This design comes from an exercise in tuning for small area, a short achievable clock period and few clock cycles on the open sky130 flow, not from production work.
Only simulation tests tie the RTL to the original design; equivalence was not proved.
No activity file was given, so power comes from the tool's default toggle rates.

**config.mk**
```make
export PLATFORM = sky130hd
export DESIGN_NAME = auv_top
export DESIGN_NICKNAME = auv_top
export VERILOG_FILES = /design/flow/design.v
export SDC_FILE = /design/flow/constraint.sdc
export NUM_CORES = 4
export LEC_CHECK = 0
export CAP_MARGIN = 20
export CORE_MARGIN = 2
export CORE_UTILIZATION = 40
export CTS_BUF_LIST = sky130_fd_sc_hd__clkbuf_4 sky130_fd_sc_hd__clkbuf_8
export SLEW_MARGIN = 20
```
**constraint.sdc**
```tcl
create_clock -name core_clock -period 12.0 [get_ports {clk}]
set_input_delay 2.4000 -clock core_clock [delete_from_list [all_inputs] [get_ports {clk}]]
set_output_delay 2.4000 -clock core_clock [all_outputs]
set_load 0.01 [all_outputs]
```
**design.v**
```verilog
`timescale 1ns/1ns
`timescale 1ns/1ns
module auv_decode (
    input   logic   [31:2]  inst,
    output  logic   [31:0]  imm,
    output  logic           uses_rs1, uses_rs2,
    output  logic           wr,          
    output  logic           load, store, branch, jal, jalr,
    output  logic           op1_pc, op1_zero,
    output  logic   [ 1:0]  op1_sh,      
    output  logic           op2_imm,
    output  logic           sub,         
    output  logic           cmp_u,       
    output  logic           r_add, r_cmp, r_sh, r_and, r_or, r_xor, r_link,
    output  logic           sh_left, sh_arith, sh_bext,
    output  logic           bitmask, bitinv
);
    logic [4:0] opc;
    logic [2:0] f3;
    assign opc = inst[6:2];
    assign f3 = inst[14:12];
    logic is_load, is_opi, is_auipc, is_store, is_op, is_lui, is_br, is_jalr, is_jal;
    assign is_load  = (opc == 5'b00000);
    assign is_opi   = (opc == 5'b00100);
    assign is_auipc = (opc == 5'b00101);
    assign is_store = (opc == 5'b01000);
    assign is_op    = (opc == 5'b01100);
    assign is_lui   = (opc == 5'b01101);
    assign is_br    = (opc == 5'b11000);
    assign is_jalr  = (opc == 5'b11001);
    assign is_jal   = (opc == 5'b11011);
    always_comb begin
        if (is_lui | is_auipc)
            imm = {inst[31:12], 12'h0};
        else if (is_jal)
            imm = {{12{inst[31]}}, inst[19:12], inst[20], inst[30:21], 1'b0};
        else if (is_br)
            imm = {{20{inst[31]}}, inst[7], inst[30:25], inst[11:8], 1'b0};
        else if (is_store)
            imm = {{20{inst[31]}}, inst[31:25], inst[11:7]};
        else
            imm = {{20{inst[31]}}, inst[31:20]};
    end
    logic alu;
    assign alu = is_op | is_opi;
    logic zbs, shadd, alt;
    assign zbs = alu & inst[27] & (f3 == 3'd1 | f3 == 3'd5);
    assign shadd = is_op & inst[29] & ~f3[0] & (f3 != 3'd0);
    assign alt = inst[30];
    logic bclr, binv, bset, bext;
    assign bclr = zbs & (f3 == 3'd1) & inst[30] & ~inst[29];
    assign binv = zbs & (f3 == 3'd1) & inst[30] & inst[29];
    assign bset = zbs & (f3 == 3'd1) & ~inst[30];
    assign bext = zbs & (f3 == 3'd5);
    assign uses_rs1 = ~(is_lui | is_auipc | is_jal);
    assign uses_rs2 = is_op | is_store | is_br;
    assign wr = (alu | is_lui | is_auipc | is_jal | is_jalr) & (inst[10:7] != 4'd0);
    assign load = is_load;
    assign store = is_store;
    assign branch = is_br;
    assign jal = is_jal;
    assign jalr = is_jalr;
    assign op1_pc = is_auipc;
    assign op1_zero = is_lui;
    assign op1_sh = shadd ? f3[2:1] : 2'd0;
    assign op2_imm = ~(is_op | is_br);
    assign sub = (is_op & (f3 == 3'd0) & alt) | (alu & ~shadd & (f3 == 3'd2 | f3 == 3'd3)) | is_br;
    assign cmp_u = is_br ? f3[1] : f3[0];
    assign r_link = is_jal | is_jalr;
    assign r_cmp = alu & ~shadd & (f3 == 3'd2 | f3 == 3'd3);
    assign r_sh = alu & ((f3 == 3'd1 & ~zbs) | f3 == 3'd5);
    assign r_and = alu & (f3 == 3'd7 | bclr);
    assign r_or = alu & ((f3 == 3'd6 & ~shadd) | bset);
    assign r_xor = alu & ((f3 == 3'd4 & ~shadd) | binv);
    assign r_add = ~(r_link | r_cmp | r_sh | r_and | r_or | r_xor);
    assign sh_left = (f3 == 3'd1);
    assign sh_arith = alt & ~zbs;
    assign sh_bext = bext;
    assign bitmask = bclr | binv | bset;
    assign bitinv = bclr;
endmodule
`timescale 1ns/1ns
module auv_regfile (
    input   logic           clk,
    input   logic           we,
    input   logic   [ 3:0]  wa,
    input   logic   [31:0]  wd,
    input   logic   [ 3:0]  ra0, ra1,
    output  logic   [31:0]  rd0, rd1
);
    logic [31:0] ram [1:15];
    always_ff @( posedge clk )
        if (we && wa != 0)
            ram[wa] <= wd;
    assign rd0 = (ra0 == 0) ? 32'h0 : ram[ra0];
    assign rd1 = (ra1 == 0) ? 32'h0 : ram[ra1];
endmodule
`timescale 1ns/1ns
module auv_execute (
    input   logic   [31:0]  op1, op2,
    input   logic   [21:0]  pc_next,     
    input   logic           sub, cmp_u,
    input   logic           r_add, r_cmp, r_sh, r_and, r_or, r_xor, r_link,
    input   logic           sh_left, sh_arith, sh_bext,
    input   logic           bitmask, bitinv,
    input   logic   [ 2:0]  funct3,
    output  logic   [31:0]  result,
    output  logic   [31:0]  sum,
    output  logic           br_cond
);
    logic cout;
    auv_add #( .W(32) ) adder (
        .a      ( op1               ),
        .b      ( op2               ),
        .cin    ( sub               ),
        .sum    ( sum               ),
        .cout   ( cout              )
    );
    logic ltu, lt, cmp;
    assign ltu = ~cout;
    assign lt = (op1[31] ^ ~op2[31]) ? op1[31] : sum[31];
    assign cmp = cmp_u ? ltu : lt;
    logic [4:0] sham;
    assign sham = op2[4:0];
    logic [31:0] mask, lb, lbn;
    assign mask = 32'h1 << sham;
    assign lb = bitmask ? mask : op2;
    assign lbn = bitinv ? ~lb : lb;
    logic [31:0] x_and, x_or, x_xor;
    assign x_and = op1 & lbn;
    assign x_or = op1 | lb;
    assign x_xor = op1 ^ lb;
    logic eq;
    assign eq = &(op1 ^ op2);
    assign br_cond = (funct3[2] ? cmp : eq) ^ funct3[0];
    logic [31:0] sh_in, sh_r, sh_out;
    always_comb
        for (int i = 0; i < 32; i++)
            sh_in[i] = sh_left ? op1[31-i] : op1[i];
    assign sh_r = $signed({sh_arith & op1[31], sh_in}) >>> sham;
    always_comb
        for (int i = 0; i < 32; i++)
            sh_out[i] = sh_left ? sh_r[31-i] : sh_r[i];
    logic [31:0] link;
    assign link = {7'h0, (pc_next == 22'h0), pc_next, 2'b00};
    always_comb begin
        result = 32'h0;
        if (r_add)  result = result | sum;
        if (r_cmp)  result = result | {31'h0, cmp};
        if (r_sh)   result = result | (sh_bext ? {31'h0, sh_r[0]} : sh_out);
        if (r_and)  result = result | x_and;
        if (r_or)   result = result | x_or;
        if (r_xor)  result = result | x_xor;
        if (r_link) result = result | link;
    end
endmodule
module auv_add #(
    parameter integer W = 32
) (
    input   logic   [W-1:0] a, b,
    input   logic           cin,
    output  logic   [W-1:0] sum,
    output  logic           cout
);
    localparam integer N = W + 1;           
    localparam integer L = $clog2(N);
    logic [N-1:0] g [0:L];
    logic [N-1:0] p [0:L];
    assign g[0][0] = cin;
    assign p[0][0] = 1'b0;
    assign g[0][N-1:1] = a & b;
    assign p[0][N-1:1] = a ^ b;
    genvar l, i;
    generate
        for (l = 0; l < L; l = l + 1) begin : lev
            for (i = 0; i < N; i = i + 1) begin : pos
                if (((i >> l) & 1) == 1) begin : comb
                    assign g[l+1][i] = g[l][i] | (p[l][i] & g[l][((i >> l) << l) - 1]);
                    assign p[l+1][i] = p[l][i] & p[l][((i >> l) << l) - 1];
                end else begin : pass
                    assign g[l+1][i] = g[l][i];
                    assign p[l+1][i] = p[l][i];
                end
            end
        end
    endgenerate
    assign sum = p[0][N-1:1] ^ g[L][N-2:0];
    assign cout = g[L][N-1];
endmodule
`timescale 1ns/1ns
module auv_top (
    input   logic           clk, rst_n,
    output  logic   [11:0]  imem_adr,
    input   logic   [31:0]  imem_dat,
    output  logic   [23:0]  wb_adr_o,
    input   logic   [15:0]  wb_dat_i,
    output  logic   [15:0]  wb_dat_o,
    output  logic   [ 1:0]  wb_sel_o,
    output  logic           wb_we_o, wb_stb_o, wb_cyc_o,
    input   logic           wb_ack_i, wb_stall_i
);
    logic [11:0] pcf;            
    logic [11:0] f_adr;          
    logic        started;        
    logic        s_valid;        
    logic [31:2] s_inst;
    logic [21:0] pc_d;           
    logic        pf_fresh;       
    logic        e_valid;
    logic [31:0] e_op1, e_op2;
    logic [31:0] e_x;            
    logic [ 3:0] e_rd;
    logic [ 2:0] e_f3;
    logic        e_wr, e_load, e_ldw, e_store, e_br, e_jal, e_jalr;
    logic        e_auipc;        
    logic        e_skip1;        
    logic        e_sub, e_cmp_u;
    logic        e_r_add, e_r_cmp, e_r_sh, e_r_and, e_r_or, e_r_xor, e_r_link;
    logic        e_sh_left, e_sh_arith, e_sh_bext, e_bitmask, e_bitinv;
    logic        b_stb, b_we, b_word;
    logic [23:1] b_adr;
    logic [ 1:0] b_sel;
    logic [15:0] b_dat, b_hi;
    logic        ack_exp;        
    logic        lo_ack;         
    logic        ld_fin;         
    logic        ld_pend, ld_wr;
    logic [ 3:0] ld_rd;
    logic [ 2:0] ld_f3;
    logic        ld_a0;
    logic [15:0] word_buf;
    logic [21:0] pc_d_inc;
    auv_add #( .W(22) ) pc_d_add (
        .a      ( pc_d      ),
        .b      ( 22'h0     ),
        .cin    ( 1'b1      ),
        .sum    ( pc_d_inc  ),
        .cout   (           )
    );
    logic        f_ok;
    assign f_ok = started & (f_adr == (s_valid ? pc_d_inc[11:0] : pc_d[11:0]));
    logic [31:2] d_inst;
    logic        d_valid;
    assign d_inst = s_valid ? s_inst : imem_dat[31:2];
    assign d_valid = s_valid | f_ok;
    logic [31:0] d_imm;
    logic d_uses_rs1, d_uses_rs2, d_wr, d_load, d_store, d_br, d_jal, d_jalr;
    logic d_op1_pc, d_op1_zero, d_op2_imm, d_sub, d_cmp_u;
    logic [1:0] d_op1_sh;
    logic d_r_add, d_r_cmp, d_r_sh, d_r_and, d_r_or, d_r_xor, d_r_link;
    logic d_sh_left, d_sh_arith, d_sh_bext, d_bitmask, d_bitinv;
    auv_decode dec (
        .inst       ( d_inst        ),
        .imm        ( d_imm         ),
        .uses_rs1   ( d_uses_rs1    ),
        .uses_rs2   ( d_uses_rs2    ),
        .wr         ( d_wr          ),
        .load       ( d_load        ),
        .store      ( d_store       ),
        .branch     ( d_br          ),
        .jal        ( d_jal         ),
        .jalr       ( d_jalr        ),
        .op1_pc     ( d_op1_pc      ),
        .op1_zero   ( d_op1_zero    ),
        .op1_sh     ( d_op1_sh      ),
        .op2_imm    ( d_op2_imm     ),
        .sub        ( d_sub         ),
        .cmp_u      ( d_cmp_u       ),
        .r_add      ( d_r_add       ),
        .r_cmp      ( d_r_cmp       ),
        .r_sh       ( d_r_sh        ),
        .r_and      ( d_r_and       ),
        .r_or       ( d_r_or        ),
        .r_xor      ( d_r_xor       ),
        .r_link     ( d_r_link      ),
        .sh_left    ( d_sh_left     ),
        .sh_arith   ( d_sh_arith    ),
        .sh_bext    ( d_sh_bext     ),
        .bitmask    ( d_bitmask     ),
        .bitinv     ( d_bitinv      )
    );
    logic [3:0] d_rs1, d_rs2, d_rd;
    assign d_rs1 = d_inst[18:15];
    assign d_rs2 = d_inst[23:20];
    assign d_rd = d_inst[10:7];
    logic [21:0] d_off;
    logic [11:0] d_tgt;
    assign d_off = d_jal ? {{4{d_inst[31]}}, d_inst[19:12], d_inst[20], d_inst[30:22]}
                         : {{12{d_inst[31]}}, d_inst[7], d_inst[30:25], d_inst[11:9]};
    logic [11:0] d_tgt_j, d_tgt_b;
    auv_add #( .W(12) ) tgt_add_j (
        .a      ( pc_d[11:0]    ),
        .b      ( {d_inst[13:12], d_inst[20], d_inst[30:22]} ),
        .cin    ( 1'b0          ),
        .sum    ( d_tgt_j       ),
        .cout   (               )
    );
    auv_add #( .W(12) ) tgt_add_b (
        .a      ( pc_d[11:0]    ),
        .b      ( {{2{d_inst[31]}}, d_inst[7], d_inst[30:25], d_inst[11:9]} ),
        .cin    ( 1'b0          ),
        .sum    ( d_tgt_b       ),
        .cout   (               )
    );
    logic d_fuse;
    assign d_fuse = d_jalr & e_valid & e_auipc & e_wr & (e_rd == d_rs1);
    logic [11:0] e_apc, d_tgt_r;
    auv_add #( .W(12) ) apc_add (
        .a      ( e_op1[13:2]   ),
        .b      ( e_op2[13:2]   ),
        .cin    ( 1'b0          ),
        .sum    ( e_apc         ),
        .cout   (               )
    );
    auv_add #( .W(12) ) tgt_add_r (
        .a      ( e_apc         ),
        .b      ( {{2{d_inst[31]}}, d_inst[31:22]} ),
        .cin    ( 1'b0          ),
        .sum    ( d_tgt_r       ),
        .cout   (               )
    );
    assign d_tgt = d_jal ? d_tgt_j : d_jalr ? d_tgt_r : d_tgt_b;
    logic [31:0] e_result, e_sum;
    logic        e_cond;
    auv_execute alu (
        .op1        ( e_op1         ),
        .op2        ( e_op2         ),
        .pc_next    ( pc_d          ),
        .sub        ( e_sub         ),
        .cmp_u      ( e_cmp_u       ),
        .r_add      ( e_r_add       ),
        .r_cmp      ( e_r_cmp       ),
        .r_sh       ( e_r_sh        ),
        .r_and      ( e_r_and       ),
        .r_or       ( e_r_or        ),
        .r_xor      ( e_r_xor       ),
        .r_link     ( e_r_link      ),
        .sh_left    ( e_sh_left     ),
        .sh_arith   ( e_sh_arith    ),
        .sh_bext    ( e_sh_bext     ),
        .bitmask    ( e_bitmask     ),
        .bitinv     ( e_bitinv      ),
        .funct3     ( e_f3          ),
        .result     ( e_result      ),
        .sum        ( e_sum         ),
        .br_cond    ( e_cond        )
    );
    logic [21:0] e_tgt;
    logic [21:0] e_btgt;
    auv_add #( .W(22) ) btgt_add (
        .a      ( pc_d          ),
        .b      ( e_x[21:0]     ),
        .cin    ( 1'b0          ),
        .sum    ( e_btgt        ),
        .cout   (               )
    );
    assign e_tgt = e_jalr ? e_sum[23:2] : e_btgt;
    logic [31:0] ld_data;
    always_comb
        case (ld_f3[1:0])
            2'd0: begin
                if (ld_a0)
                    ld_data = {{24{~ld_f3[2] & wb_dat_i[15]}}, wb_dat_i[15:8]};
                else
                    ld_data = {{24{~ld_f3[2] & wb_dat_i[7]}}, wb_dat_i[7:0]};
            end
            2'd1: ld_data = {{16{~ld_f3[2] & wb_dat_i[15]}}, wb_dat_i};
            default: ld_data = {wb_dat_i, word_buf};
        endcase
    logic ld_now;                
    assign ld_now = ld_fin & ld_wr;
    logic bus_free, e_mem, hold_e, taken, redirect;
    assign bus_free = ~b_stb | (~wb_stall_i & ~b_word);
    assign e_mem = e_load | e_store;
    assign hold_e = e_valid & ((e_mem & ~bus_free) |
                               (e_load & ld_pend & ~ld_fin) |
                               (e_wr & ld_now));
    assign taken = e_valid & (e_jal | e_jalr | (e_br & e_cond));
    assign redirect = taken & ~hold_e;
    logic        rf_we;
    logic [ 3:0] rf_wa;
    logic [31:0] rf_wd, rf_rd0, rf_rd1;
    assign rf_we = ld_now | (e_valid & e_wr);
    assign rf_wa = ld_now ? ld_rd : e_rd;
    assign rf_wd = ld_now ? ld_data : e_result;
    auv_regfile regfile (
        .clk    ( clk       ),
        .we     ( rf_we     ),
        .wa     ( rf_wa     ),
        .wd     ( rf_wd     ),
        .ra0    ( d_rs1     ),
        .ra1    ( d_rs2     ),
        .rd0    ( rf_rd0    ),
        .rd1    ( rf_rd1    )
    );
    logic byp_e1, byp_e2, byp_l1, byp_l2;
    assign byp_e1 = e_valid & e_wr & (e_rd == d_rs1);
    assign byp_e2 = e_valid & e_wr & (e_rd == d_rs2);
    assign byp_l1 = ld_now & (ld_rd == d_rs1);
    assign byp_l2 = ld_now & (ld_rd == d_rs2);
    logic [31:0] d_rv1, d_rv2;
    assign d_rv1 = byp_e1 ? e_result : byp_l1 ? ld_data : rf_rd0;
    assign d_rv2 = byp_e2 ? e_result : byp_l2 ? ld_data : rf_rd1;
    logic [31:0] d_op1, d_op2, d_x;
    always_comb
        if (d_op1_pc)
            d_op1 = {8'h0, pc_d, 2'b00};
        else if (d_op1_zero)
            d_op1 = 32'h0;
        else
            case (d_op1_sh)
                2'd1: d_op1 = {d_rv1[30:0], 1'b0};
                2'd2: d_op1 = {d_rv1[29:0], 2'b0};
                2'd3: d_op1 = {d_rv1[28:0], 3'b0};
                default: d_op1 = d_rv1;
            endcase
    assign d_op2 = (d_op2_imm ? d_imm : d_rv2) ^ {32{d_sub}};
    logic [21:0] d_off_m1;
    auv_add #( .W(22) ) off_dec (
        .a      ( d_off         ),
        .b      ( 22'h3fffff    ),
        .cin    ( 1'b0          ),
        .sum    ( d_off_m1      ),
        .cout   (               )
    );
    assign d_x = d_store ? d_rv2 : {10'h0, d_off_m1};
    logic dep1, dep2, interlock;
    assign dep1 = (e_valid & e_ldw & (e_rd == d_rs1)) |
                  (ld_pend & ld_wr & ~ld_fin & (ld_rd == d_rs1));
    assign dep2 = (e_valid & e_ldw & (e_rd == d_rs2)) |
                  (ld_pend & ld_wr & ~ld_fin & (ld_rd == d_rs2));
    assign interlock = (d_uses_rs1 & dep1) | (d_uses_rs2 & dep2);
    logic d_go;                  
    assign d_go = d_valid & ~hold_e & ~interlock;
    assign imem_adr = pcf;
    logic lost;                  
    assign lost = f_ok & s_valid & ~d_go;
    logic pf_go;
    assign pf_go = d_go & (d_jal | (d_br & d_inst[31]) | d_fuse);
    logic skip_hit;
    assign skip_hit = e_skip1 & (pcf == pc_d_inc[11:0]);
    logic [11:0] pcf_inc;
    auv_add #( .W(12) ) pcf_add (
        .a      ( pcf       ),
        .b      ( 12'h0     ),
        .cin    ( 1'b1      ),
        .sum    ( pcf_inc   ),
        .cout   (           )
    );
    logic wd;                    
    assign wd = ~d_valid & (pcf != pc_d[11:0]);
    logic [11:0] pcf_nr;         
    always_comb
        if (pf_go)
            pcf_nr = d_tgt;
        else if (pf_fresh | lost)
            pcf_nr = d_valid ? pc_d_inc[11:0] : pc_d[11:0];
        else if (wd)
            pcf_nr = pc_d[11:0];
        else
            pcf_nr = pcf_inc;
    always_ff @( posedge clk or negedge rst_n )
        if (~rst_n) begin
            pcf <= 12'h0;
            started <= 1'b0;
            s_valid <= 1'b0;
            pc_d <= 22'h0;
            pf_fresh <= 1'b0;
        end else begin
            started <= 1'b1;
            pf_fresh <= pf_go & ~redirect;
            if (redirect)
                pcf <= (pf_fresh | skip_hit) ? pcf_inc : e_tgt[11:0];
            else
                pcf <= pcf_nr;
            if (redirect)
                pc_d <= e_tgt;
            else if (d_go)
                pc_d <= pc_d_inc;
            if (redirect)
                s_valid <= 1'b0;
            else if (s_valid) begin
                if (d_go)
                    s_valid <= f_ok;
            end else
                s_valid <= f_ok & ~d_go;
        end
    always_ff @( posedge clk )
        f_adr <= pcf;
    always_ff @( posedge clk )
        if (~s_valid | (~hold_e & ~interlock))
            s_inst <= imem_dat[31:2];
    always_ff @( posedge clk or negedge rst_n )
        if (~rst_n)
            e_valid <= 1'b0;
        else if (~hold_e)
            e_valid <= d_valid & ~interlock & ~redirect;
    always_ff @( posedge clk )
        if (~hold_e) begin
            e_op1 <= d_op1;
            e_op2 <= d_op2;
            e_x <= d_x;
            e_rd <= d_rd;
            e_f3 <= d_inst[14:12];
            e_wr <= d_wr;
            e_load <= d_load;
            e_ldw <= d_load & (d_rd != 4'd0);
            e_store <= d_store;
            e_br <= d_br;
            e_auipc <= d_op1_pc;
            e_skip1 <= d_br & (d_off == 22'd2);
            e_jal <= d_jal;
            e_jalr <= d_jalr;
            e_sub <= d_sub;
            e_cmp_u <= d_cmp_u;
            e_r_add <= d_r_add;
            e_r_cmp <= d_r_cmp;
            e_r_sh <= d_r_sh;
            e_r_and <= d_r_and;
            e_r_or <= d_r_or;
            e_r_xor <= d_r_xor;
            e_r_link <= d_r_link;
            e_sh_left <= d_sh_left;
            e_sh_arith <= d_sh_arith;
            e_sh_bext <= d_sh_bext;
            e_bitmask <= d_bitmask;
            e_bitinv <= d_bitinv;
        end
    logic issue, acc;
    assign issue = e_valid & e_mem & ~hold_e;
    assign acc = b_stb & ~wb_stall_i;
    logic e_byte, e_wordop;
    assign e_byte = (e_f3[1:0] == 2'd0);
    assign e_wordop = (e_f3[1:0] == 2'd2);
    always_ff @( posedge clk or negedge rst_n )
        if (~rst_n) begin
            b_stb <= 1'b0;
            b_word <= 1'b0;
            ack_exp <= 1'b0;
            lo_ack <= 1'b0;
            ld_fin <= 1'b0;
            ld_pend <= 1'b0;
            ld_wr <= 1'b0;
        end else begin
            ack_exp <= acc;
            lo_ack <= acc & b_word & ~b_we;
            ld_fin <= acc & ~b_word & ~b_we;
            if (issue) begin
                b_stb <= 1'b1;
                b_word <= e_wordop;
            end else if (acc) begin
                b_stb <= b_word;
                b_word <= 1'b0;
            end
            if (issue & e_load) begin
                ld_pend <= 1'b1;
                ld_wr <= e_ldw;
            end else begin
                if (ld_fin)
                    ld_pend <= 1'b0;
                if (e_valid & e_wr & (e_rd == ld_rd) & ~ld_fin)
                    ld_wr <= 1'b0;
            end
        end
    always_ff @( posedge clk )
        if (issue) begin
            b_we <= e_store;
            b_adr <= {e_sum[23:2], e_wordop ? 1'b0 : e_sum[1]};
            b_sel <= e_byte ? (e_sum[0] ? 2'b10 : 2'b01) : 2'b11;
            b_dat <= e_byte ? {e_x[7:0], e_x[7:0]} : e_x[15:0];
            b_hi <= e_x[31:16];
        end else if (acc & b_word) begin
            b_adr[1] <= 1'b1;
            b_dat <= b_hi;
        end
    always_ff @( posedge clk )
        if (issue & e_load) begin
            ld_rd <= e_rd;
            ld_f3 <= e_f3;
            ld_a0 <= e_sum[0];
        end
    always_ff @( posedge clk )
        if (lo_ack)
            word_buf <= wb_dat_i;
    assign wb_adr_o = {b_adr, 1'b0};
    assign wb_dat_o = b_dat;
    assign wb_sel_o = b_sel;
    assign wb_we_o = b_we;
    assign wb_stb_o = b_stb;
    assign wb_cyc_o = b_stb | ack_exp;
endmodule
```
**flow/run.sh**
```bash
#!/bin/bash
set -euo pipefail
bash standard.sh SETUP_SLACK_MARGIN=8 TNS_END_PERCENT=0 finish > standard.log 2>&1
```
**standard.sh**
```bash
#!/bin/bash
# synth_recipe.tcl (not shown) runs the flow's synth.tcl, then flattens the netlist and writes it again
# the make line also repeats each setting of config.mk as NAME=value (left out here)
make -C /OpenROAD-flow-scripts/flow DESIGN_CONFIG=/design/flow/config.mk WORK_HOME=/design/flow/orfs CLKGATE_MAP_FILE= SYNTH_SCRIPT=/design/flow/synth_recipe.tcl "${@:-finish}"
```
==> results.py, run 1 <==
metrics = {
    "floorplan": {
        "core-area_um2": 125000,
        "dieHeight_um": 359,
        "die_area_um2": 129000,
        "start_util": 0.402,
        "ios": 109,
        "die_w_um": 359,
        "fp-row-count": 130,
    },
    "sta": {
        "worst_slew_pin_slew_ps": 1200,
        "whs_ps": 412,
        "period_share": 0.420,
        "hold_viol": 0,
        "final_max_slew_viol_count": 0,
        "max_freq_mhz": 199,
        "maxSlewHeadroom": 0.201,
        "rsz0062_at_grt": "yes",
        "finalWorstSetupSlack_ps": 6960,
        "layout_min_cycle_time_ps": 5040,
        "clock_skew_ps": 60.9,
        "finalSetupViolCount": 0,
        "fin_setup_tns_ps": 0,
    },
    "synthesis": {
        "yosys_register_bits": 775,
        "async_flop_share": 0.0581,
        "synth_top_flop_cell": "edfxtp_1",
        "netlist.area_leader.share": 0.428,
        "yosys_warnings": 13,
        "netlist_instances": 4831,
        "synth_area_leaders": "edfxtp_1 43%, mux4_2 6.4%, nand2_1 5.9%",
        "yosysSeqAreaShare": 0.456,
        "synth_cell_types": 111,
        "yosys.area.top_type": "edfxtp_1",
        "synth_area_per_cell_um2": 10.4,
        "synth_edf_count": 718,
        "synthesis.area_um2": 50300,
        "syn_nets": 5031,
    },
    "cts": {
        "cts_sinks": 775,
        "cts_buffer_depth": 3,
        "cts.root.buffer_cell": "clkbuf_8",
        "cts_tree": "done",
        "clk_pin_slew_ps": 70,
        "cts_hold_buf": 0,
        "h-tree-depth": 4,
        "cts_buffers": 139,
        "clock_latency_ps": 900,
    },
    "setup_path": {
        "crit_chain": "clkdlybuf4s50_1, mux2i_4, buf_12, inv_4, buf_16, a311oi_1, a211oi_1, a31oi_1, a211oi_1, a21o_1, o21a_1, xnor2_1",
        "crit_top_cell": "a211oi_1",
        "worstPathRequired_ps": 12630,
        "slowest_stage": "clkdlybuf4s50_1",
        "worstPathArrival_ps": 5670,
        "path_buf_inv": 4,
        "cp_top_family": "compound AO/OA/AOI/OAI gates",
        "end_kind": "flip-flop",
        "path_class": "input port to flip-flop",
        "cp_max_fo": 97,
        "start_kind": "input port",
        "max_stage_delay_ps": 460,
    },
    "pwr": {
        "swShare": 0.371,
        "power-per-cell-area_nw_per_um2": 153,
        "seqPwrFrac": 0.383,
        "peakVddDrop_mv": 0.111,
        "p_sw_mw": 3.33,
        "p_int_mw": 5.64,
        "combPwrFrac": 0.335,
        "pwr-share-clk": 0.282,
        "power.leakage_nw": 21.2,
    },
    "final_layout": {
        "fin_nets": 5159,
        "drive_gt1_frac": 0.182,
        "fill_cells": 11600,
        "final_cell_mix": "785 x nand2_1, 718 x edfxtp_1, 274 x nor2_1, 193 x a21oi_1, 190 x buf_4",
        "syn2layout_area_growth_pct": 16.4,
        "final_common_cell": "nand2_1",
    },
    "placed_design": {
        "place_ws_ps": 4550,
        "gp_congestion": 1.02,
        "place_hpwl_um": 132000,
        "port_buffers": 104,
    },
    "routing": {
        "drc": 0,
        "vias": 44100,
        "avgViaCountPerCell": 6.56,
        "wire_per_inst_um": 31.0,
        "ant_nets": 0,
        "dr.pass1.iters": 6,
        "wl_um": 209000,
        "dr.first_iter.drc_count": 6803,
    },
    "global_route": {
        "antenna_found_initial": 9,
        "grt_first_pass_wirelength_um": 297000,
        "grt-ovfl-total": 0,
        "grt_pass1_vias": 41600,
        "grt.total_usage": 0.320,
        "grt_max_degree": 98,
    },
    "outcome": {
        "status": "finished clean",
    },
    "min_path": {
        "hp-class": "flip-flop to flip-flop",
    },
    "flow_run": {
        "cap_violations": 0,
    },
}
[logic make-up after synthesis]
| group | count (synthesis) | synth area share |
|---|---|---|
| and+or+nand+nor | 1647 | 0.146 |
| AOI/OAI and AO/OA | 1150 | 0.162 |
| DFF | 775 | 0.456 |
| buffers and inverters | 500 | 0.0418 |
| muxes | 405 | 0.118 |
| xor gates and xnor gates | 204 | 0.0355 |
| adders and majority gates | 148 | 0.0402 |
| other | 2 | 0.000149 |
[flip-flops by register name, summed over array words and instances (netlist names), 16 cells and up]
register,cells
e_x,32
b_adr,23
word_buf,16
regfile.ram,480
e_op2,32
s_inst,30
pc_d,22
e_op1,32
b_hi,16
b_dat,16
[what timing repair did]
action                                  CTS  global route
gates resized for setup                 267            10
endpoints found under the setup margin  863           862
cloned                                   29             0
buffers inserted                         92             4
pin swaps                                28             1
[worst paths after layout]
check                                       from                  end  slack [ps]  depth (start not counted)
setup / recovery                    imem_dat[23]  e_op2[20]$_DFFE_PN_        6960                         12
hold / removal             e_x[29]$_SDFFCE_PN0N_   b_hi[13]$_DFFE_PP_         410                          0
setup reg to reg              e_op2[0]$_DFFE_PN_  e_op2[20]$_DFFE_PN_        6990                         13
hold reg to reg            e_x[29]$_SDFFCE_PN0N_   b_hi[13]$_DFFE_PP_         410                          0
max in group asynchronous                  rst_n    s_valid$_DFF_PN0_        9800                          2
min in group asynchronous                  rst_n  ld_pend$_DFFE_PN0P_        1660                          2
[Yosys cell counts, types with 52 or more instances]
master,number
o211ai_1,61
nor3_1,79
a21oi_1,229
and3_1,52
nand2_1,792
xnor2_1,144
nand3_1,191
a31oi_1,99
buf_2,79
a311oi_1,107
edfxtp_1,718
mux4_2,144
clkbuf_1,248
ha_1,125
inv_1,121
a211oi_1,70
nor2_1,300
xor2_1,60
mux2i_1,209
o21ai_0,154
[cell type report]
| cell class | count | area, µm² | share of cell area |
|---|---|---|---|
| multi-input cells | 3564 | 26600 | 0.454 |
| flip-flops and latches | 775 | 22900 | 0.392 |
| repair buffers | 346 | 3620 | 0.0618 |
| clock buffers | 174 | 2190 | 0.0375 |
| well taps | 1650 | 2060 | 0.0352 |
| clock inverters | 78 | 562 | 0.00959 |
| inverters | 128 | 528 | 0.00901 |
| repair inverters | 5 | 42.5 | 0.000726 |
| diodes | 4 | 10.0 | 0.000171 |
[through the flow]
stage | power [mW] | utilization | std cells | instance area (µm²)
CTS | 8.86 | 0.467 | 6714 | 58400
detailed placement | 6.16 | 0.424 | 6341 | 53200
floorplan | 5.08 | - | 4831 | 50500
global placement | 6.14 | 0.424 | 6341 | 53200
global route | 9.26 | 0.468 | 6723 | 58600
finish | 8.97 | 0.468 | 6724 | 58600
[worst reg2reg max path: stages, from the launching register on]
cell and delay, ps:
edfxtp_1 500, buf_4 270, buf_6 510, nand3b_1 310, a2bb2oi_1 290, ha_1 290, a222oi_1 290, o211ai_1 150
a31oi_1 380, o2111ai_1 310, nor3_2 690, a21o_1 370, o21a_1 190, xnor2_1 220
[layer usage]
metal / vias to the layer above / track usage / share of wire
met1: 21600 / 0.422 / 0.38
met5: - / 0 / 0.00019
met4: 6 / 0.168 / 0.058
met2: 3123 / 0.479 / 0.44
met3: 646 / 0.0877 / 0.13
li1: 18700 / - / -
[power by group through the flow]
stage / clock network (mW) / registers (mW) / logic [mW]
after floorplan: 0 / 3.42 / 1.65
after global placement: 0 / 3.52 / 2.62
after detailed placement: 0 / 3.52 / 2.64
after CTS: 2.57 / 3.43 / 2.86
after global routing: 2.68 / 3.44 / 3.14
final: 2.53 / 3.44 / 3.00
Testbench counts, summed over its fixed seeds: cycles 131,426.
==> run 2: changes to the inputs <==
--- a/design.v
+++ b/design.v
@@ -100,2 +100,3 @@
     input   logic   [31:0]  op1, op2,
+    input   logic   [ 4:0]  sham,        
     input   logic   [21:0]  pc_next,     
@@ -122,4 +123,2 @@
     assign cmp = cmp_u ? ltu : lt;
-    logic [4:0] sham;
-    assign sham = op2[4:0];
     logic [31:0] mask, lb, lbn;
@@ -216,2 +215,3 @@
     logic        e_skip1;        
+    logic [ 4:0] e_sham;         
     logic        e_sub, e_cmp_u;
@@ -327,2 +327,3 @@
         .op2        ( e_op2         ),
+        .sham       ( e_sham        ),
         .pc_next    ( pc_d          ),
@@ -518,2 +519,4 @@
             e_r_sh <= d_r_sh;
+            if (d_r_sh | d_bitmask)
+                e_sham <= d_op2[4:0];
             e_r_and <= d_r_and;
==> results.py, run 2 <==
metrics = {
    "placed_design": {
        "gp_congestion": 1.03,
        "place_ws_ps": 4730,
        "postPlaceCellArea_um2": 53900,
        "dp_cells": 6778,
        "place_hpwl_um": 137000,
        "port_buffers": 104,
    },
    "final_layout": {
        "fin_nets": 5639,
        "final_common_cell": "nand2_1",
        "drive_gt1_frac": 0.179,
        "final_cell_mix": "1068 x nand2_1, 723 x edfxtp_1, 396 x nand3_1, 270 x nor2_1, 222 x buf_4",
        "fill_cells": 11600,
        "final_area_um2": 60900,
        "final_cells": 7205,
        "largest_reg_flops": 480,
        "syn2layout_area_growth_pct": 18.9,
        "final_util": 0.478,
        "largest-register": "regfile.ram",
    },
    "synthesis": {
        "async_flop_share": 0.0577,
        "netlist_instances": 5296,
        "syn_nets": 5496,
        "synth_common_cells": "1078 x nand2_1, 723 x edfxtp_1, 397 x nand3_1",
        "netlist.area_leader.share": 0.424,
        "synth_edf_count": 723,
        "yosys_warnings": 13,
        "synth_top_flop_cell": "edfxtp_1",
        "synth_area_leaders": "edfxtp_1 42%, nand2_1 7.9%, nand3_1 3.9%",
        "synth_cell_types": 122,
        "yosys_register_bits": 780,
        "synth_area_per_cell_um2": 9.67,
        "yosys.area.top_type": "edfxtp_1",
        "synthesis.area_um2": 51200,
        "yosysSeqAreaShare": 0.451,
        "synth.most_common_cell": "nand2_1",
    },
    "cts": {
        "clock_latency_ps": 900,
        "clk_pin_slew_ps": 60,
        "cts_sinks": 780,
        "cts_tree": "done",
        "cts.root.buffer_cell": "clkbuf_8",
        "cts_buffers": 139,
        "cts_buffer_depth": 3,
        "h-tree-depth": 4,
    },
    "floorplan": {
        "core-area_um2": 127000,
        "die_w_um": 362,
        "die_area_um2": 131000,
        "dieHeight_um": 362,
        "fp-row-count": 131,
        "start_util": 0.402,
        "ios": 109,
    },
    "routing": {
        "wl_um": 230000,
        "dr.pass1.iters": 7,
        "wire_per_inst_um": 31.9,
        "dr.first_iter.drc_count": 7904,
        "drc": 0,
        "ant_nets": 0,
        "avgViaCountPerCell": 6.66,
        "vias": 48000,
    },
    "setup_path": {
        "path_class": "input port to flip-flop",
        "r2r_start": "e_sham[2]$_DFFE_PP_",
        "rr_endpoint": "regfile.ram[6][28]$_DFFE_PP_",
        "cp_max_fo": 65,
        "end_kind": "flip-flop",
        "worstPathRequired_ps": 12570,
        "worstRegToRegCells": 10,
        "worstPathArrival_ps": 5320,
        "regToRegSetupSlack_ps": 7270,
        "start_kind": "input port",
    },
    "sta": {
        "finalWorstSetupSlack_ps": 7250,
        "layout_min_cycle_time_ps": 4750,
        "maxSlewHeadroom": 0.236,
        "worst_slew_pin_slew_ps": 1140,
        "max_freq_mhz": 210,
        "rsz0062_at_grt": "yes",
        "hold_viol": 0,
        "clock_skew_ps": 91.5,
        "period_share": 0.396,
        "fin_setup_tns_ps": 0,
        "final_max_slew_viol_count": 0,
        "whs_ps": 407,
        "finalSetupViolCount": 0,
    },
    "pwr": {
        "power.leakage_nw": 22.5,
        "peakVddDrop_mv": 0.121,
        "power-per-cell-area_nw_per_um2": 146,
        "p_total_mw": 8.91,
    },
    "min_path": {
        "hold_end": "b_hi[10]$_DFFE_PP_",
        "hp-class": "flip-flop to flip-flop",
        "holdPathStages": 0,
        "worstHoldStart": "e_x[26]$_SDFFCE_PN0N_",
    },
    "global_route": {
        "grt_max_degree": 71,
        "gr-usage-met3": 0.100,
        "use_met2": 0.505,
        "grt.met1_usage": 0.440,
        "grt-ovfl-total": 0,
        "grt.total_usage": 0.343,
        "top_usage_layer": "met2",
        "grt_pass1_vias": 44400,
        "antenna_found_initial": 9,
        "grt_first_pass_wirelength_um": 325000,
    },
    "flow_run": {
        "cap_violations": 0,
    },
    "outcome": {
        "status": "finished clean",
    },
}
-- run 2: cell count changes in the layout (fill, tap and decap cells not counted), moves of 15 or more --
| cell | previous run | this run |
|---|---|---|
| buf_4 | 190 | 222 |
| nand3_1 | 189 | 396 |
| nand2_1 | 785 | 1068 |
| o211ai_1 | 61 | 40 |
| a21oi_1 | 193 | 218 |
| mux4_2 | 144 | 59 |
| a311oi_1 | 103 | 144 |
| mux2i_1 | 186 | 148 |
| a31oi_1 | 89 | 74 |
| a22oi_1 | 25 | 63 |
| a211oi_1 | 57 | 39 |
| clkinv_1 | 40 | 23 |
-- run 2: power by group --
group,internal [mW],switching (mW)
Clock,1.33,1.22
Combinational,0.996,1.90
Sequential,3.30,0.173
Total,5.62,3.29
-- run 2: layer usage --
metal,vias up,wire length (µm)
li1,20100,-
met1,23200,83800
met2,3785,97500
met3,849,31800
met4,10,17100
met5,-,69
-- run 2: cells by family (layout without fill, tap and decap cells) --
kind of cell	after synthesis	in the layout	synth area share
other cells	2	6	0.000147
simple gates	2109	2113	0.183
fa+ha+maj	148	148	0.0395
xor+xnor	210	210	0.0361
flops	780	780	0.451
buf+inv	536	769	0.0459
compound gates	1214	1214	0.168
mux	297	303	0.0773
-- run 2: what timing repair did --
action,in CTS,in global routing
hold buffers,0,0
hold endpoints to repair,0,0
resized for setup,433,15
cloned,42,0
setup buffers,137,3
endpoints found under the setup margin,927,757
pin swaps,59,4
-- run 2: area by class of cell --
type / count / area [µm²] / area share
diodes: 4 / 10.0 / 0.000164
clock buffers: 174 / 2200 / 0.0361
clock inverters: 67 / 524 / 0.00861
inverters: 114 / 512 / 0.00840
multi-input cells: 3990 / 27900 / 0.458
flip-flops and latches: 780 / 23100 / 0.379
well taps: 1662 / 2080 / 0.0342
repair buffers: 408 / 4560 / 0.0749
repair inverters: 6 / 66.3 / 0.00109
-- run 2: worst max-delay path, stage by stage --
cell       delay, ps
buf_2            290
mux2i_4          140
buf_12           220
bufbuf_16        390
nand2_1          120
nand3_1           90
a311oi_1         600
o32ai_1          230
mux2i_1          390
nor2_1           110
o221a_1          270
-- run 2: worst max-delay path by stage --
stage	startpoint	end	slack (ps)
global placement	imem_dat[20]	e_op2[2]$_DFFE_PN_	4780
finish	imem_dat[15]	e_op1[17]$_DFFE_PN_	7250
global route	e_op1[10]$_DFFE_PN_	pcf[3]$_DFF_PN0_	7200
floorplan	imem_dat[23]	pcf[7]$_DFF_PN0_	6860
CTS	e_sub$_DFFE_PN_	pcf[3]$_DFF_PN0_	7480
detailed placement	imem_dat[20]	e_op2[2]$_DFFE_PN_	4730
Testbench counts of run 2, summed over its fixed seeds: cycles 131,426.
==> run 3: changes to the inputs <==
==> flow/run.sh (replaced) <==
#!/bin/bash
# Layout: the standard flow (standard.sh, unchanged synthesis), with
#  - every input and output port still buffered, by buf_4 cells instead of
#    the slow delay buffers the flow picks by default.
# Constraints are the standard flow's own.
set -euo pipefail
bash standard.sh SETUP_SLACK_MARGIN=8 TNS_END_PERCENT=0 \
    "BUFFER_PORTS_ARGS=-buffer_cell sky130_fd_sc_hd__buf_4" finish > standard.log 2>&1
==> results.py, run 3 <==
metrics = {
    "global_route": {
        "grt.total_usage": 0.336,
        "antenna_found_initial": 7,
        "grt-ovfl-total": 0,
        "grt_max_degree": 81,
        "grt_pass1_vias": 44000,
        "grt_first_pass_wirelength_um": 319000,
    },
    "cts": {
        "cts_buffers": 142,
        "clk_pin_slew_ps": 50,
        "cts_sinks": 780,
        "cts_tree": "done",
        "cts.root.buffer_cell": "clkbuf_8",
        "cts_buffer_depth": 3,
        "clock_latency_ps": 920,
        "h-tree-depth": 4,
    },
    "sta": {
        "worst_slew_pin_slew_ps": 1260,
        "fin_setup_tns_ps": 0,
        "maxSlewHeadroom": 0.158,
        "hold_viol": 0,
        "rsz0062_at_grt": "yes",
        "layout_min_cycle_time_ps": 4750,
        "finalSetupViolCount": 0,
        "final_max_slew_viol_count": 0,
        "period_share": 0.396,
        "clock_skew_ps": 66.8,
        "max_freq_mhz": 211,
    },
    "synthesis": {
        "yosys_register_bits": 780,
        "synth.most_common_cell": "nand2_1",
        "yosys_warnings": 13,
        "synth_area_per_cell_um2": 9.67,
        "yosys.area.top_type": "edfxtp_1",
        "async_flop_share": 0.0577,
        "synthesis.area_um2": 51200,
        "synth_cell_types": 122,
        "synth_edf_count": 723,
        "synth_common_cells": "1078 x nand2_1, 723 x edfxtp_1, 397 x nand3_1",
        "netlist_instances": 5296,
        "yosysSeqAreaShare": 0.451,
        "netlist.area_leader.share": 0.424,
        "synth_top_flop_cell": "edfxtp_1",
        "synth_area_leaders": "edfxtp_1 42%, nand2_1 7.9%, nand3_1 3.9%",
        "syn_nets": 5496,
    },
    "min_path": {
        "holdPathStages": 0,
        "worstHoldStart": "e_x[24]$_SDFFCE_PN0N_",
        "hp-class": "flip-flop to flip-flop",
        "hold_end": "b_hi[8]$_DFFE_PP_",
    },
    "floorplan": {
        "fp-row-count": 131,
        "die_area_um2": 131000,
        "ios": 109,
        "dieHeight_um": 362,
        "core-area_um2": 127000,
        "die_w_um": 362,
        "start_util": 0.402,
    },
    "setup_path": {
        "worstPathArrival_ps": 5350,
        "crit_chain": "buf_4, buf_4, inv_1, buf_4, o21ai_1, a2111oi_0, nor3_1, o211ai_1, a21oi_2, mux2i_1, a21oi_1, xnor2_1",
        "crit_top_cell": "buf_4",
        "cp_max_fo": 35,
        "regToRegSetupSlack_ps": 7250,
        "worstRegToRegCells": 12,
        "end_kind": "flip-flop",
        "r2r_start": "e_sham[4]$_DFFE_PP_",
        "slowest_stage": "o21ai_1",
        "max_stage_delay_ps": 760,
        "rr_endpoint": "e_op2[13]$_DFFE_PN_",
        "path_buf_inv": 4,
        "worstPathRequired_ps": 12600,
        "cp_top_family": "compound AO/OA/AOI/OAI gates",
        "start_kind": "flip-flop",
        "path_class": "flip-flop to flip-flop",
    },
    "final_layout": {
        "final_area_um2": 59700,
        "drive_gt1_frac": 0.178,
        "largest_reg_flops": 480,
        "fill_cells": 11800,
        "final_cells": 7174,
        "syn2layout_area_growth_pct": 16.6,
        "final_cell_mix": "1068 x nand2_1, 723 x edfxtp_1, 396 x nand3_1, 292 x buf_4, 274 x nor2_1",
        "largest-register": "regfile.ram",
        "fin_nets": 5596,
        "final_common_cell": "nand2_1",
    },
    "pwr": {
        "combPwrFrac": 0.316,
        "power.leakage_nw": 22.1,
        "p_sw_mw": 3.28,
        "seqPwrFrac": 0.390,
        "swShare": 0.367,
        "p_int_mw": 5.66,
        "peakVddDrop_mv": 0.138,
        "pwr-share-clk": 0.294,
        "power-per-cell-area_nw_per_um2": 150,
    },
    "placed_design": {
        "dp_cells": 6773,
        "gp_congestion": 1.01,
        "place_hpwl_um": 137000,
        "postPlaceCellArea_um2": 53500,
        "port_buffers": 104,
    },
    "routing": {
        "wl_um": 225000,
        "drc": 0,
        "vias": 47500,
        "ant_nets": 0,
        "wire_per_inst_um": 31.4,
        "dr.first_iter.drc_count": 7632,
        "dr.pass1.iters": 6,
        "avgViaCountPerCell": 6.62,
    },
    "outcome": {
        "status": "finished clean",
    },
    "flow_run": {
        "cap_violations": 0,
    },
}
-- run 3: cell types whose count changed in the layout (fill, tap and decap cells not counted), moves of 10 or more --
cell             delta
clkdlybuf4s50_1    -90
buf_4              +70
clkbuf_4           +16
clkinv_2           -16
a21oi_1            +13
clkinv_1           +13
a21oi_2            -10
a31oi_1            +10
-- run 3: timing repair --
| item | CTS | global route |
|---|---|---|
| resized for setup | 316 | 10 |
| pin swaps | 38 | 6 |
| buffers inserted | 99 | 4 |
| setup endpoints to repair | 866 | 650 |
| hold buffers | 0 | 0 |
| gates cloned | 36 | 0 |
-- run 3: routing by layer --
layer | vias to the layer above | track usage | part of all wire
met5 | - | 0 | 0.00036
met4 | 8 | 0.198 | 0.068
met3 | 827 | 0.103 | 0.14
met2 | 3567 | 0.495 | 0.42
met1 | 23000 | 0.434 | 0.37
li1 | 20100 | - | -
-- run 3: final cells by class --
cell class	instances	area, µm²	share of cell area
timing repair buffer	362	3730	0.0625
tap	1662	2080	0.0348
clock inverter	65	552	0.00924
antenna	7	17.5	0.000293
timing repair inverter	4	38.8	0.000650
clock buffer	188	2300	0.0385
inverter	114	477	0.00798
multi-input combinational	3992	27400	0.459
sequential	780	23100	0.387
-- run 3: per-stage QoR --
| step | power, mW | hold WS [ps] | utilization | worst slack (ps) |
|---|---|---|---|---|
| CTS | 8.79 | 419 | 0.468 | 7540 |
| global placement | 5.92 | 404 | 0.420 | 5080 |
| detailed placement | 5.95 | 405 | 0.420 | 5050 |
| floorplan | 4.91 | 400 | - | 6860 |
| finish | 8.94 | 420 | 0.469 | 7250 |
| global route | 9.19 | 423 | 0.469 | 7320 |
-- run 3: worst max path at each step --
stage	startpoint	to	slack [ps]	depth (start not counted)
floorplan	imem_dat[23]	pcf[7]$_DFF_PN0_	6860	14
global placement	imem_dat[20]	e_op2[0]$_DFFE_PN_	5080	13
detailed placement	imem_dat[20]	e_sham[0]$_DFFE_PP_	5050	13
CTS	e_sub$_DFFE_PN_	pcf[3]$_DFF_PN0_	7540	22
global route	e_op2[21]$_DFFE_PN_	e_op1[31]$_SDFFCE_PN0N_	7320	18
finish	e_sham[4]$_DFFE_PP_	e_op2[13]$_DFFE_PN_	7250	12
-- run 3: cells by family (layout without fill, tap and decap cells) --
family                   Yosys count  after routing  synth area share
AND/OR/NAND/NOR                 2109           2114             0.183
AO/OA/AOI/OAI                   1214           1216             0.168
flip-flops                       780            780             0.451
buffers and inverters            536            733            0.0459
multiplexers                     297            302            0.0773
XOR/XNOR                         210            210            0.0361
adder cells (fa/ha/maj)          148            148            0.0395
other                              2              9          0.000147
-- run 3: power by group through the flow --
stage / Combinational (mW) / Clock [mW] / Sequential [mW]
2_1_floorplan: 1.49 / 0 / 3.43
3_3_place_gp: 2.37 / 0 / 3.55
3_5_place_dp: 2.40 / 0 / 3.55
4_1_cts: 2.68 / 2.64 / 3.47
5_1_grt: 2.94 / 2.76 / 3.48
6_report: 2.83 / 2.63 / 3.48

-- re-timing with driven ports --
No port has a modelled driver above. Below, the same layouts with a new extraction and two added sets of constraints. Step 1, drivers: a clkbuf_16 drives clk and a buf_2 each remaining input, both assumed. Step 2, shift: input delay + t, output delay - t, t = (earliest + latest rising clock arrival at the registers) / 2. This alone moves slack from input paths to output paths. Slacks: no drivers / after step 1 / after step 2; pairs: no drivers / after step 1.
run	shift t [ns]	slack for setup (ns)	hold WS [ns]
run 1	0.946	6.965 / 6.992 / 6.069	0.412 / 0.412 / 0.412
run 2	0.932	7.247 / 7.265 / 6.367	0.407 / 0.407 / 0.407
run 3	0.961	7.251 / 7.251 / 6.417	0.420 / 0.420 / 0.420
After both steps setup and hold are still met in every run listed. The setup slack of run 1, which loses most, moves by +0.027 ns with the drivers and by -0.896 ns with both steps.
